This design comes from an exercise in tuning for small area, a short achievable clock period and few clock cycles per item on the open sky130 flow, not from production work.
Where RTL was checked, it was by simulation tests only, not by an equivalence proof against the original.

==> raven: inputs <==
==> flow/design.v <==
module addsub(input mul, input sub, input [15:0] a, input [7:0] b,
              input [15:0] mx, input [15:0] my, output [15:0] y);
    wire [15:0] bx = {{8{b[7]}}, b} ^ {16{sub}};
    wire [15:0] p  = mul ? mx : a;
    wire [15:0] q  = mul ? my : bx;
    assign y = p + q + {15'd0, ~mul & sub};
endmodule
module mul8s_tree(input [7:0] a, input [7:0] b, output [15:0] x, output [15:0] y);
    wire m1 = (a[0] & b[0]);
    wire m2 = (a[0] & b[1]);
    wire m3 = (a[1] & b[0]);
    wire m4 = (a[0] & b[2]);
    wire m5 = (a[1] & b[1]);
    wire m6 = (a[2] & b[0]);
    wire m7 = (a[0] & b[3]);
    wire m8 = (a[1] & b[2]);
    wire m9 = (a[2] & b[1]);
    wire m10 = (a[3] & b[0]);
    wire m11 = (a[0] & b[4]);
    wire m12 = (a[1] & b[3]);
    wire m13 = (a[2] & b[2]);
    wire m14 = (a[3] & b[1]);
    wire m15 = (a[4] & b[0]);
    wire m16 = (a[0] & b[5]);
    wire m17 = (a[1] & b[4]);
    wire m18 = (a[2] & b[3]);
    wire m19 = (a[3] & b[2]);
    wire m20 = (a[4] & b[1]);
    wire m21 = (a[5] & b[0]);
    wire m22 = (a[0] & b[6]);
    wire m23 = (a[1] & b[5]);
    wire m24 = (a[2] & b[4]);
    wire m25 = (a[3] & b[3]);
    wire m26 = (a[4] & b[2]);
    wire m27 = (a[5] & b[1]);
    wire m28 = (a[6] & b[0]);
    wire m29 = ~(a[0] & b[7]);
    wire m30 = (a[1] & b[6]);
    wire m31 = (a[2] & b[5]);
    wire m32 = (a[3] & b[4]);
    wire m33 = (a[4] & b[3]);
    wire m34 = (a[5] & b[2]);
    wire m35 = (a[6] & b[1]);
    wire m36 = ~(a[7] & b[0]);
    wire m37 = ~(a[1] & b[7]);
    wire m38 = (a[2] & b[6]);
    wire m39 = (a[3] & b[5]);
    wire m40 = (a[4] & b[4]);
    wire m41 = (a[5] & b[3]);
    wire m42 = (a[6] & b[2]);
    wire m43 = ~(a[7] & b[1]);
    wire m44 = ~(a[2] & b[7]);
    wire m45 = (a[3] & b[6]);
    wire m46 = (a[4] & b[5]);
    wire m47 = (a[5] & b[4]);
    wire m48 = (a[6] & b[3]);
    wire m49 = ~(a[7] & b[2]);
    wire m50 = ~(a[3] & b[7]);
    wire m51 = (a[4] & b[6]);
    wire m52 = (a[5] & b[5]);
    wire m53 = (a[6] & b[4]);
    wire m54 = ~(a[7] & b[3]);
    wire m55 = ~(a[4] & b[7]);
    wire m56 = (a[5] & b[6]);
    wire m57 = (a[6] & b[5]);
    wire m58 = ~(a[7] & b[4]);
    wire m59 = ~(a[5] & b[7]);
    wire m60 = (a[6] & b[6]);
    wire m61 = ~(a[7] & b[5]);
    wire m62 = ~(a[6] & b[7]);
    wire m63 = ~(a[7] & b[6]);
    wire m64 = (a[7] & b[7]);
    wire m65 = m22 ^ m23;
    wire m66 = m22 & m23;
    wire m67 = m29 ^ m30 ^ m31;
    wire m68 = (m29 & m30) | (m31 & (m29 ^ m30));
    wire m69 = m32 ^ m33;
    wire m70 = m32 & m33;
    wire m71 = m37 ^ m38 ^ m39;
    wire m72 = (m37 & m38) | (m39 & (m37 ^ m38));
    wire m73 = m40 ^ m41 ^ m42;
    wire m74 = (m40 & m41) | (m42 & (m40 ^ m41));
    wire m75 = m44 ^ m45 ^ m46;
    wire m76 = (m44 & m45) | (m46 & (m44 ^ m45));
    wire m77 = m11 ^ m12;
    wire m78 = m11 & m12;
    wire m79 = m16 ^ m17 ^ m18;
    wire m80 = (m16 & m17) | (m18 & (m16 ^ m17));
    wire m81 = m19 ^ m20;
    wire m82 = m19 & m20;
    wire m83 = m24 ^ m25 ^ m26;
    wire m84 = (m24 & m25) | (m26 & (m24 ^ m25));
    wire m85 = m27 ^ m28 ^ m65;
    wire m86 = (m27 & m28) | (m65 & (m27 ^ m28));
    wire m87 = m34 ^ m35 ^ m36;
    wire m88 = (m34 & m35) | (m36 & (m34 ^ m35));
    wire m89 = m67 ^ m69 ^ m66;
    wire m90 = (m67 & m69) | (m66 & (m67 ^ m69));
    wire m91 = m43 ^ 1'b1 ^ m71;
    wire m92 = (m43 & 1'b1) | (m71 & (m43 ^ 1'b1));
    wire m93 = m73 ^ m68 ^ m70;
    wire m94 = (m73 & m68) | (m70 & (m73 ^ m68));
    wire m95 = m47 ^ m48 ^ m49;
    wire m96 = (m47 & m48) | (m49 & (m47 ^ m48));
    wire m97 = m75 ^ m72 ^ m74;
    wire m98 = (m75 & m72) | (m74 & (m75 ^ m72));
    wire m99 = m50 ^ m51 ^ m52;
    wire m100 = (m50 & m51) | (m52 & (m50 ^ m51));
    wire m101 = m53 ^ m54 ^ m76;
    wire m102 = (m53 & m54) | (m76 & (m53 ^ m54));
    wire m103 = m55 ^ m56 ^ m57;
    wire m104 = (m55 & m56) | (m57 & (m55 ^ m56));
    wire m105 = m7 ^ m8;
    wire m106 = m7 & m8;
    wire m107 = m13 ^ m14 ^ m15;
    wire m108 = (m13 & m14) | (m15 & (m13 ^ m14));
    wire m109 = m21 ^ m79 ^ m81;
    wire m110 = (m21 & m79) | (m81 & (m21 ^ m79));
    wire m111 = m83 ^ m85 ^ m80;
    wire m112 = (m83 & m85) | (m80 & (m83 ^ m85));
    wire m113 = m87 ^ m89 ^ m84;
    wire m114 = (m87 & m89) | (m84 & (m87 ^ m89));
    wire m115 = m91 ^ m93 ^ m88;
    wire m116 = (m91 & m93) | (m88 & (m91 ^ m93));
    wire m117 = m95 ^ m97 ^ m92;
    wire m118 = (m95 & m97) | (m92 & (m95 ^ m97));
    wire m119 = m99 ^ m101 ^ m96;
    wire m120 = (m99 & m101) | (m96 & (m99 ^ m101));
    wire m121 = m58 ^ m103 ^ m100;
    wire m122 = (m58 & m103) | (m100 & (m58 ^ m103));
    wire m123 = m59 ^ m60 ^ m61;
    wire m124 = (m59 & m60) | (m61 & (m59 ^ m60));
    wire m125 = m4 ^ m5;
    wire m126 = m4 & m5;
    wire m127 = m9 ^ m10 ^ m105;
    wire m128 = (m9 & m10) | (m105 & (m9 ^ m10));
    wire m129 = m77 ^ m107 ^ m106;
    wire m130 = (m77 & m107) | (m106 & (m77 ^ m107));
    wire m131 = m78 ^ m109 ^ m108;
    wire m132 = (m78 & m109) | (m108 & (m78 ^ m109));
    wire m133 = m82 ^ m111 ^ m110;
    wire m134 = (m82 & m111) | (m110 & (m82 ^ m111));
    wire m135 = m86 ^ m113 ^ m112;
    wire m136 = (m86 & m113) | (m112 & (m86 ^ m113));
    wire m137 = m90 ^ m115 ^ m114;
    wire m138 = (m90 & m115) | (m114 & (m90 ^ m115));
    wire m139 = m94 ^ m117 ^ m116;
    wire m140 = (m94 & m117) | (m116 & (m94 ^ m117));
    wire m141 = m98 ^ m119 ^ m118;
    wire m142 = (m98 & m119) | (m118 & (m98 ^ m119));
    wire m143 = m102 ^ m121 ^ m120;
    wire m144 = (m102 & m121) | (m120 & (m102 ^ m121));
    wire m145 = m104 ^ m123 ^ m122;
    wire m146 = (m104 & m123) | (m122 & (m104 ^ m123));
    wire m147 = m62 ^ m63 ^ m124;
    wire m148 = (m62 & m63) | (m124 & (m62 ^ m63));
    assign x = {1'b1, m64, m147, m145, m143, m141, m139, m137, m135, m133, m131, m129, m127, m6, m2, m1};
    assign y = {1'b0, m148, m146, m144, m142, m140, m138, m136, m134, m132, m130, m128, m126, m125, m3, 1'b0};
endmodule
module divrow(input [8:0] t, input [7:0] d, output c, output [7:0] r);
    wire [7:0] g = t[7:0] & ~d;
    wire [7:0] p = t[7:0] | ~d;
    wire [7:0] x = ~(t[7:0] ^ d);
    wire G1 = g[1] | (p[1] & p[0]);
    wire G2 = g[3] | (p[3] & g[2]);
    wire P2 = p[3] & p[2];
    wire G3 = g[5] | (p[5] & g[4]);
    wire P3 = p[5] & p[4];
    wire G4 = g[7] | (p[7] & g[6]);
    wire P4 = p[7] & p[6];
    wire G5 = g[2] | (p[2] & G1);
    wire G6 = G2 | (P2 & G1);
    wire G7 = g[6] | (p[6] & G3);
    wire P7 = p[6] & P3;
    wire G8 = G4 | (P4 & G3);
    wire P8 = P4 & P3;
    wire G9 = g[4] | (p[4] & G6);
    wire G10 = G3 | (P3 & G6);
    wire G11 = G7 | (P7 & G6);
    wire G12 = G8 | (P8 & G6);
    assign c = t[8] | G12;
    assign r[0] = c ? (x[0] ^ 1'b1) : t[0];
    assign r[1] = c ? (x[1] ^ p[0]) : t[1];
    assign r[2] = c ? (x[2] ^ G1) : t[2];
    assign r[3] = c ? (x[3] ^ G5) : t[3];
    assign r[4] = c ? (x[4] ^ G6) : t[4];
    assign r[5] = c ? (x[5] ^ G9) : t[5];
    assign r[6] = c ? (x[6] ^ G10) : t[6];
    assign r[7] = c ? (x[7] ^ G11) : t[7];
endmodule
module alu(
    input wire clk,
    input wire reset,
    input wire start,
    input wire [1:0] op_select,    
    input wire [15:0] op1,
    input wire [7:0] op2,
    output reg [15:0] res,
    output reg done
);
    wire [15:0] mx, my;
    mul8s_tree u_mul (.a(op1[7:0]), .b(op2), .x(mx), .y(my));
    wire [15:0] sum;
    addsub u_add (.mul(op_select[1]), .sub(op_select[0]), .a(op1), .b(op2),
                  .mx(mx), .my(my), .y(sum));
    reg        s1, s2;       
    reg  [7:0] rem_r;        
    reg  [3:0] q_r;          
    reg  [7:0] d_r;          
    reg  [7:0] n_r;          
    always @(posedge clk or posedge reset)
        if (reset) begin
            s1 <= 1'b0;
            s2 <= 1'b0;
        end else begin
            s1 <= start & op_select[1] & op_select[0];
            s2 <= s1;
        end
    wire [3:0] n = s2 ? n_r[3:0] : n_r[7:4];
    wire [7:0] rem [0:4];
    wire [3:0] q;
    assign rem[0] = rem_r;
    genvar i;
    generate
        for (i = 0; i < 4; i = i + 1) begin : rows
            divrow u (.t({rem[i], n[3-i]}), .d(d_r), .c(q[3-i]), .r(rem[i+1]));
        end
    endgenerate
    always @(posedge clk) begin
        rem_r <= start ? op1[15:8] : rem[4];
        q_r   <= q;
        d_r   <= op2;
        n_r   <= op1[7:0];
    end
    always @(*) begin
        if (op_select == 2'b11) begin
            res  = {q_r, q, rem[4]};
            done = s2;
        end else begin
            res  = sum;
            done = 1'b1;
        end
    end
endmodule
==> flow/flow/run.sh <==
#!/bin/bash
# Layout flow: the standard synthesis, then the combinational logic re-mapped
# by ABC (flip-flops untouched), then the standard ORFS flow from floorplan on.
# Each tool's output goes to a log file of its own in the work folder.
set -euo pipefail
W=$(pwd)
F=$W/flow
R=$W/orfs/results/${FLOW_PLATFORM}/alu/base
ABC_D=$(cat $F/abc_delay_ps)
bash standard.sh synth > $W/log_1_standard_synth.txt 2>&1
cp $R/1_2_yosys.v $W/standard_1_2_yosys.v
DU=$(make -s -C $FLOW_HOME DESIGN_CONFIG=$FLOW_CONFIG WORK_HOME=$W/orfs print-DONT_USE_CELLS | sed 's/^DONT_USE_CELLS: //')
printf 'set_driving_cell sky130_fd_sc_hd__buf_1\nset_load 5\n' > $W/abc.constr
sed "s/{D}/-D $ABC_D/g" $F/s.abc > $W/resynth.abc
RS_IN=$W/standard_1_2_yosys.v RS_OUT=$W/resynth.v \
  RS_LIB=$FLOW_HOME/platforms/${FLOW_PLATFORM}/lib/sky130_fd_sc_hd__tt_025C_1v80.lib \
  RS_DONTUSE="$DU" RS_D=$ABC_D RS_SCRIPT=$W/resynth.abc RS_CONSTR=$W/abc.constr \
  yosys -c $F/resynth.tcl > $W/log_2_resynth.txt 2>&1
cp $W/resynth.v $R/1_2_yosys.v
rm -f $R/1_synth.odb $R/1_synth.sdc
if [[ -f $F/orfs_env ]]; then source $F/orfs_env; fi
bash standard.sh finish > $W/log_3_standard_finish.txt 2>&1
==> flow/flow/abc_delay_ps <==
5000
==> flow/flow/orfs_env <==
export BUFFER_PORTS_ARGS="-buffer_cell sky130_fd_sc_hd__buf_4"
==> flow/flow/resynth.tcl <==
# Re-map the combinational logic of the standard synthesis netlist with ABC.
# The flip-flops are left as they are (same instances, names and cell types).
# env: RS_IN (netlist in), RS_OUT (netlist out), RS_LIB, RS_DONTUSE, RS_D (ABC delay target, ps),
#      RS_SCRIPT (optional ABC script)
yosys -import
set lib $::env(RS_LIB)
set du {}
foreach c $::env(RS_DONTUSE) { lappend du -dont_use $c }
read_liberty -ignore_miss_func $lib
# keep the sequential and tie cells as black boxes
foreach m [split [string trim [tee -q -s result.string select -list-mod sky130_fd_sc_hd__df* sky130_fd_sc_hd__conb_*]] "\n"] {
  blackbox $m
}
read_verilog $::env(RS_IN)
hierarchy -top alu
flatten alu
select -module alu
opt -purge
select -clear
hierarchy -top alu
set abc_args [list -liberty $lib {*}$du -D $::env(RS_D)]
if {[info exists ::env(RS_SCRIPT)] && $::env(RS_SCRIPT) ne ""} { lappend abc_args -script $::env(RS_SCRIPT) }
if {[info exists ::env(RS_CONSTR)] && $::env(RS_CONSTR) ne ""} { lappend abc_args -constr $::env(RS_CONSTR) }
abc {*}$abc_args
opt_clean -purge
hilomap -singleton -hicell sky130_fd_sc_hd__conb_1 HI -locell sky130_fd_sc_hd__conb_1 LO
splitnets
opt_clean -purge
tee -o $::env(RS_OUT).stat stat -liberty $lib
write_verilog -noattr -noexpr -nohex -nodec $::env(RS_OUT)
==> flow/flow/s.abc <==
strash
&get -n
&fraig -x
&put
scorr
dc2
strash
dch -f
balance
resub -K 6
rewrite
resub -K 6 -N 2
refactor
resub -K 8
balance
resub -K 8 -N 2
rewrite
resub -K 10
rewrite -z
resub -K 10 -N 2
balance
resub -K 12
refactor -z
resub -K 12 -N 2
rewrite -z
balance
dch -f
map {D}
topo
buffer -p
upsize {D}
dnsize {D}
stime -p
==> flow/standard.sh <==
#!/bin/bash
# synth_recipe.tcl (not shown) runs the flow's synth.tcl, then flattens the netlist and writes it again
# the make line also repeats each setting of config.mk as NAME=value (left out here)
make -C /OpenROAD-flow-scripts/flow DESIGN_CONFIG=/design/flow/config.mk WORK_HOME=/design/flow/orfs CLKGATE_MAP_FILE= SYNTH_SCRIPT=/design/flow/synth_recipe.tcl "${@:-finish}"
==> flow/config.mk <==
export PLATFORM = sky130hd
export DESIGN_NAME = alu
export DESIGN_NICKNAME = alu
export VERILOG_FILES = /design/flow/design.v
export SDC_FILE = /design/flow/constraint.sdc
export NUM_CORES = 4
export LEC_CHECK = 0
export CAP_MARGIN = 20
export CORE_MARGIN = 2
export CORE_UTILIZATION = 40
export SETUP_SLACK_MARGIN = 2
export SLEW_MARGIN = 20
==> flow/constraint.sdc <==
create_clock -name core_clock -period 14.0 [get_ports {clk}]
set_input_delay 2.8000 -clock core_clock [delete_from_list [all_inputs] [get_ports {clk}]]
set_output_delay 2.8000 -clock core_clock [all_outputs]
set_load 0.01 [all_outputs]
==> fjord (differences from raven) <==
==> flow/design.v, changed modules only <==
module alu(
    input wire clk,
    input wire reset,
    input wire start,
    input wire [1:0] op_select,    
    input wire [15:0] op1,
    input wire [7:0] op2,
    output reg [15:0] res,
    output reg done
);
    wire [15:0] mx, my;
    mul8s_tree u_mul (.a(op1[7:0]), .b(op2), .x(mx), .y(my));
    wire [15:0] sum;
    addsub u_add (.mul(op_select[1]), .sub(op_select[0]), .a(op1), .b(op2),
                  .mx(mx), .my(my), .y(sum));
    reg        busy;         
    reg  [7:0] rem_r;        
    reg  [3:0] q_r;          
    always @(posedge clk or posedge reset)
        if (reset) busy <= 1'b0;
        else       busy <= start & op_select[1] & op_select[0];
    wire [3:0] n = busy ? op1[3:0] : op1[7:4];
    wire [7:0] rem [0:4];
    wire [3:0] q;
    assign rem[0] = busy ? rem_r : op1[15:8];
    genvar i;
    generate
        for (i = 0; i < 4; i = i + 1) begin : rows
            divrow u (.t({rem[i], n[3-i]}), .d(op2), .c(q[3-i]), .r(rem[i+1]));
        end
    endgenerate
    always @(posedge clk) begin
        rem_r <= rem[4];
        q_r   <= q;
    end
    always @(*) begin
        if (op_select == 2'b11) begin
            res  = {q_r, q, rem[4]};
            done = busy;
        end else begin
            res  = sum;
            done = 1'b1;
        end
    end
endmodule
--- a/flow/flow/run.sh
+++ b/flow/flow/run.sh
@@ -11,2 +11,7 @@
 cp $R/1_2_yosys.v $W/standard_1_2_yosys.v
+RS_SRC=$W/standard_1_2_yosys.v
+if [[ -f $F/fa_polarity.py ]]; then
+  python3 $F/fa_polarity.py $W/standard_1_2_yosys.v $W/polarity_1_2_yosys.v > $W/log_2a_fa_polarity.txt 2>&1
+  RS_SRC=$W/polarity_1_2_yosys.v
+fi
 DU=$(make -s -C $FLOW_HOME DESIGN_CONFIG=$FLOW_CONFIG WORK_HOME=$W/orfs print-DONT_USE_CELLS | sed 's/^DONT_USE_CELLS: //')
@@ -14,6 +19,6 @@
 sed "s/{D}/-D $ABC_D/g" $F/s.abc > $W/resynth.abc
-RS_IN=$W/standard_1_2_yosys.v RS_OUT=$W/resynth.v \
+RS_IN=$RS_SRC RS_OUT=$W/resynth.v \
   RS_LIB=$FLOW_HOME/platforms/${FLOW_PLATFORM}/lib/sky130_fd_sc_hd__tt_025C_1v80.lib \
   RS_DONTUSE="$DU" RS_D=$ABC_D RS_SCRIPT=$W/resynth.abc RS_CONSTR=$W/abc.constr \
-  yosys -c $F/resynth.tcl > $W/log_2_resynth.txt 2>&1
+  RS_KEEP_FA=$(cat $F/keep_fa 2>/dev/null || echo 0) yosys -c $F/resynth.tcl > $W/log_2_resynth.txt 2>&1
 cp $W/resynth.v $R/1_2_yosys.v
==> flow/flow/abc_delay_ps (replaced) <==
3000
==> flow/flow/fa_polarity.py (new file) <==
#!/usr/bin/env python3
"""Choose the polarity of full-adder cells to cut the inverters between them.
A full adder is self-dual: FA(~a, ~b, ~c) = (~sum, ~cout). This pass picks, by
local search, which full-adder cells to flip so that fewer full-adder-to-full-adder
connections need an inverter, and rewrites a flipped cell with inverters on all its
inputs and outputs. The inverters next to other logic are left for ABC to absorb.
usage: fa_polarity.py IN.v OUT.v"""
import re, sys, collections, random

text = open(sys.argv[1]).read()
m = re.search(r'^module\s+(\w+)\s*\((.*?)\);(.*?)^endmodule', text, re.S | re.M)
head, body, tail = text[:m.start(3)], m.group(3), text[m.end(3):]
inst_re = re.compile(r'^\s*(sky130_fd_sc_hd__\w+)\s+(\\\S+|\S+)\s*\((.*?)\);\s*$', re.S | re.M)
insts = []
for im in inst_re.finditer(body):
    conns = collections.OrderedDict()
    for pm in re.finditer(r'\.(\w+)\(\s*(.*?)\s*\)\s*(?:,|$)', im.group(3), re.S):
        conns[pm.group(1)] = pm.group(2).strip()
    insts.append([im.group(1), im.group(2), conns])
decls = inst_re.sub('', body)

OUTP = {'X', 'Y', 'Q', 'Q_N', 'SUM', 'COUT', 'HI', 'LO'}
INV = re.compile(r'sky130_fd_sc_hd__(inv|clkinv)_\d+$')
FA = re.compile(r'sky130_fd_sc_hd__fa_\d+$')
drv = {}
for i, (c, n, cs) in enumerate(insts):
    for p, net in cs.items():
        if p in OUTP: drv[net] = i
fas = [i for i, (c, _, _) in enumerate(insts) if FA.match(c)]
idx = {i: k for k, i in enumerate(fas)}

# edges: (src fa, dst fa, parity of inverters between them)
edges = []
for g in fas:
    for p in ('A', 'B', 'CIN'):
        net, par = insts[g][2][p], 0
        while net in drv and INV.match(insts[drv[net]][0]):
            par ^= 1
            net = insts[drv[net]][2]['A']
        if net in drv and FA.match(insts[drv[net]][0]):
            edges.append((idx[drv[net]], idx[g], par))

def cost(v):
    return sum(1 for a, b, e in edges if e ^ v[a] ^ v[b])

best_v, best_c = [0] * len(fas), cost([0] * len(fas))
rng = random.Random(1)
for trial in range(200):
    v = [0] * len(fas) if trial == 0 else [rng.randint(0, 1) for _ in fas]
    c = cost(v)
    improved = True
    while improved:
        improved = False
        for k in range(len(fas)):
            v[k] ^= 1
            c2 = cost(v)
            if c2 < c: c, improved = c2, True
            else: v[k] ^= 1
    if c < best_c: best_v, best_c = v[:], c

n_new = [0]
new_wires = []
def fresh():
    n_new[0] += 1
    w = f"_fapol{n_new[0]}_"
    new_wires.append(w)
    return w
added = []
for k, g in enumerate(fas):
    if not best_v[k]: continue
    cs = insts[g][2]
    for p in ('A', 'B', 'CIN'):
        w = fresh()
        added.append(['sky130_fd_sc_hd__inv_1', f"_fapolinv{n_new[0]}_", collections.OrderedDict([('A', cs[p]), ('Y', w)])])
        cs[p] = w
    for p in ('SUM', 'COUT'):
        if p not in cs or cs[p] == '': continue
        w = fresh()
        added.append(['sky130_fd_sc_hd__inv_1', f"_fapolinv{n_new[0]}_", collections.OrderedDict([('A', w), ('Y', cs[p])])])
        cs[p] = w
insts += added
out = [head, decls.rstrip() + "\n"]
out += [f"  wire {w};\n" for w in new_wires]
for c, n, cs in insts:
    pins = ",\n".join(f"    .{p}({net}{' ' if net.startswith(chr(92)) else ''})" for p, net in cs.items())
    out.append(f"  {c} {n} (\n{pins}\n  );\n")
out.append(tail)
open(sys.argv[2], 'w').write("".join(out))
print(f"{len(fas)} full adders, {len(edges)} links between them; inverted links {cost([0]*len(fas))} -> {best_c}; flipped {sum(best_v)}")
==> flow/flow/keep_fa (new file) <==
1
==> flow/flow/orfs_env (replaced) <==
export BUFFER_PORTS_ARGS="-buffer_cell sky130_fd_sc_hd__buf_1"
--- a/flow/flow/resynth.tcl
+++ b/flow/flow/resynth.tcl
@@ -15,2 +15,16 @@
 hierarchy -top alu
+# Keep the full-adder cells that no flip-flop feeds (the multiplier's tree) as they are.
+if {[info exists ::env(RS_KEEP_FA)] && $::env(RS_KEEP_FA)} {
+  set fh [open $::env(RS_IN) r]; set ntxt [read $fh]; close $fh
+  set fft [lsort -unique [regexp -all -inline {sky130_fd_sc_hd__df[a-z0-9_]+} $ntxt]]
+  set ffsel {}
+  set rules {}
+  foreach m $fft { lappend ffsel "alu/t:$m"; append rules ":-${m}\[D,RESET_B,SET_B\]" }
+  select -set ffs {*}$ffsel
+  select -set regcone @ffs %co*$rules
+  select -set keepfa alu/t:sky130_fd_sc_hd__fa_1 @regcone %d
+  select -count @keepfa
+  setattr -set keep_hierarchy 1 @keepfa
+  select -clear
+}
 flatten alu
@@ -25,2 +39,5 @@
 opt_clean -purge
+if {[info exists ::env(RS_KEEP_FA)] && $::env(RS_KEEP_FA)} {
+  blackbox sky130_fd_sc_hd__fa_1
+}
 hilomap -singleton -hicell sky130_fd_sc_hd__conb_1 HI -locell sky130_fd_sc_hd__conb_1 LO
CTS_BUF_LIST = sky130_fd_sc_hd__clkbuf_4   (was not set)
SETUP_SLACK_MARGIN = not set   (was 2)
==> umber (differences from raven) <==
==> flow/design.v, changed modules only <==
module alu(
    input wire clk,
    input wire reset,
    input wire start,
    input wire [1:0] op_select,    
    input wire [15:0] op1,
    input wire [7:0] op2,
    output reg [15:0] res,
    output reg done
);
    wire [15:0] mx, my;
    mul8s_tree u_mul (.a(op1[7:0]), .b(op2), .x(mx), .y(my));
    wire [15:0] sum;
    addsub u_add (.mul(op_select[1]), .sub(op_select[0]), .a(op1), .b(op2),
                  .mx(mx), .my(my), .y(sum));
    reg        s1, s2;       
    reg  [7:0] rem_r;        
    reg  [5:0] q_r;          
    always @(posedge clk or posedge reset)
        if (reset) begin
            s1 <= 1'b0;
            s2 <= 1'b0;
        end else begin
            s1 <= start & op_select[1] & op_select[0];
            s2 <= s1;
        end
    wire [2:0] n = s2 ? {op1[1:0], 1'b0} : s1 ? op1[4:2] : op1[7:5];
    wire [7:0] rem [0:3];
    wire [2:0] q;
    assign rem[0] = (s1 | s2) ? rem_r : op1[15:8];
    genvar i;
    generate
        for (i = 0; i < 3; i = i + 1) begin : rows
            divrow u (.t({rem[i], n[2-i]}), .d(op2), .c(q[2-i]), .r(rem[i+1]));
        end
    endgenerate
    always @(posedge clk) begin
        rem_r <= rem[3];
        q_r   <= {q_r[2:0], q};
    end
    always @(*) begin
        if (op_select == 2'b11) begin
            res  = {q_r, q[2:1], rem[2]};
            done = s2;
        end else begin
            res  = sum;
            done = 1'b1;
        end
    end
endmodule
--- a/flow/flow/run.sh
+++ b/flow/flow/run.sh
@@ -17,3 +17,3 @@
   RS_DONTUSE="$DU" RS_D=$ABC_D RS_SCRIPT=$W/resynth.abc RS_CONSTR=$W/abc.constr \
-  yosys -c $F/resynth.tcl > $W/log_2_resynth.txt 2>&1
+  RS_KEEP_FA=$(cat $F/keep_fa 2>/dev/null || echo 0) yosys -c $F/resynth.tcl > $W/log_2_resynth.txt 2>&1
 cp $W/resynth.v $R/1_2_yosys.v
==> flow/flow/abc_delay_ps (replaced) <==
4500
==> flow/flow/keep_fa (new file) <==
1
==> flow/flow/orfs_env (replaced) <==
export BUFFER_PORTS_ARGS="-buffer_cell sky130_fd_sc_hd__buf_2"
--- a/flow/flow/resynth.tcl
+++ b/flow/flow/resynth.tcl
@@ -15,2 +15,16 @@
 hierarchy -top alu
+# Keep the full-adder cells that no flip-flop feeds (the multiplier's tree) as they are.
+if {[info exists ::env(RS_KEEP_FA)] && $::env(RS_KEEP_FA)} {
+  set fh [open $::env(RS_IN) r]; set ntxt [read $fh]; close $fh
+  set fft [lsort -unique [regexp -all -inline {sky130_fd_sc_hd__df[a-z0-9_]+} $ntxt]]
+  set ffsel {}
+  set rules {}
+  foreach m $fft { lappend ffsel "alu/t:$m"; append rules ":-${m}\[D,RESET_B,SET_B\]" }
+  select -set ffs {*}$ffsel
+  select -set regcone @ffs %co*$rules
+  select -set keepfa alu/t:sky130_fd_sc_hd__fa_1 @regcone %d
+  select -count @keepfa
+  setattr -set keep_hierarchy 1 @keepfa
+  select -clear
+}
 flatten alu
@@ -25,2 +39,5 @@
 opt_clean -purge
+if {[info exists ::env(RS_KEEP_FA)] && $::env(RS_KEEP_FA)} {
+  blackbox sky130_fd_sc_hd__fa_1
+}
 hilomap -singleton -hicell sky130_fd_sc_hd__conb_1 HI -locell sky130_fd_sc_hd__conb_1 LO
SETUP_SLACK_MARGIN = not set   (was 2)
==> reports/qor.yml <==
drt:
  drtIter0Drc: 316
  met3_length_um: 409
clocking:
  h-tree-depth: 2
  cts_root_buffer: "clkbuf_8"
cells_and_area:
  buffer_area_share_pct: 6.75
  nNonClkInverters: 89
  design.seq.count: 30
yosys:
  synthCells: 787
global_routing:
  grt_pass1_vias: 4741
  grtUsageMet3_pct: 1.19
run_status:
  status: "complete, no violations"
worst_setup_path:
  r2r-end: "rem_r[6]"
  path_depth: 49
worst_hold_path:
  hold_end: "s2"
# the run above: raven

==> reports/qor.yml <==
run_status:
  status: "complete, no violations"
global_routing:
  grt_max_degree: 35
  grt_pass1_vias: 4011
  busiest_layer: "met2"
  grtUsageMet3_pct: 3.06
yosys:
  synthCells: 653
cells_and_area:
  design.seq.count: 16
  clock_cell_area_share_pct: 1.27
  buffer_area_share_pct: 5.36
clocking:
  cts_root_buffer: "clkbuf_8"
  h-tree-depth: 1
drt:
  drc: 0
  met3_length_um: 734
  drtIter0Drc: 292
worst_hold_path:
  hold_end: "q_r[4]"
worst_setup_path:
  r2r-end: "rem_r[2]"
timing:
  skew_ns: 0.00708
# the run above: umber

==> reports/qor.yml <==
drt:
  drtIter0Drc: 309
  met3_length_um: 1080
cells_and_area:
  buffer_area_share_pct: 5.03
  nNonClkInverters: 84
  top_regs: "rem_r: 8 flops, q_r: 4 flops, busy: 1 flops"
  utilization_pct: 44.1
  design.seq.count: 13
run_status:
  status: "complete, no violations"
clocking:
  h-tree-depth: 1
  cts_root_buffer: "clkbuf_4"
placed_design:
  numPortBuffers: 45
global_routing:
  grtUsageMet3_pct: 4.54
  grt_pass1_vias: 4533
worst_setup_path:
  r2r-end: "rem_r[1]"
  required_ns: 11.20
  path_depth: 40
worst_hold_path:
  hold_end: "q_r[3]"
# the run above: fjord

Testbench counts of fjord, summed over its fixed seeds: cycles 9,972, ops 8,000.
Testbench counts of umber, summed over its fixed seeds: cycles 11,944, ops 8,000.
For raven, only the layout was checked, not whether the RTL still works.

==> what the ideal ports hide <==
How much do the figures lean on ideal ports? The routed layouts below were timed once more, with nothing changed but the port constraints.
Step 1 (the two cells are an assumption about what drives the block):
set clk [get_ports {clk}]
set_driving_cell -lib_cell sky130_fd_sc_hd__clkbuf_16 $clk
set_driving_cell -lib_cell sky130_fd_sc_hd__buf_2 [delete_from_list [all_inputs] $clk]
Step 2 adds t to the input delays and takes it off the output delays; t is the mean of the earliest and latest rising clock arrival at the registers after step 1. Input paths then give back, and output paths get back, about the clock's delay inside the block.
Slacks: no drivers / after step 1 / after step 2; pairs: no drivers / after step 1.
run	t, ns	setup slack, ns	slew at the worst register clock pin (ns)
raven	0.297	3.446 / 3.419 / 3.504	0.07 / 0.07
fjord	0.322	1.631 / 1.599 / 1.599	0.10 / 0.10
umber	0.285	3.729 / 3.704 / 3.704	0.08 / 0.08
After both steps setup and hold are still met in every run listed. For fjord, which loses most, drivers alone change the setup slack by -0.032 ns; drivers and shift together by -0.032 ns.
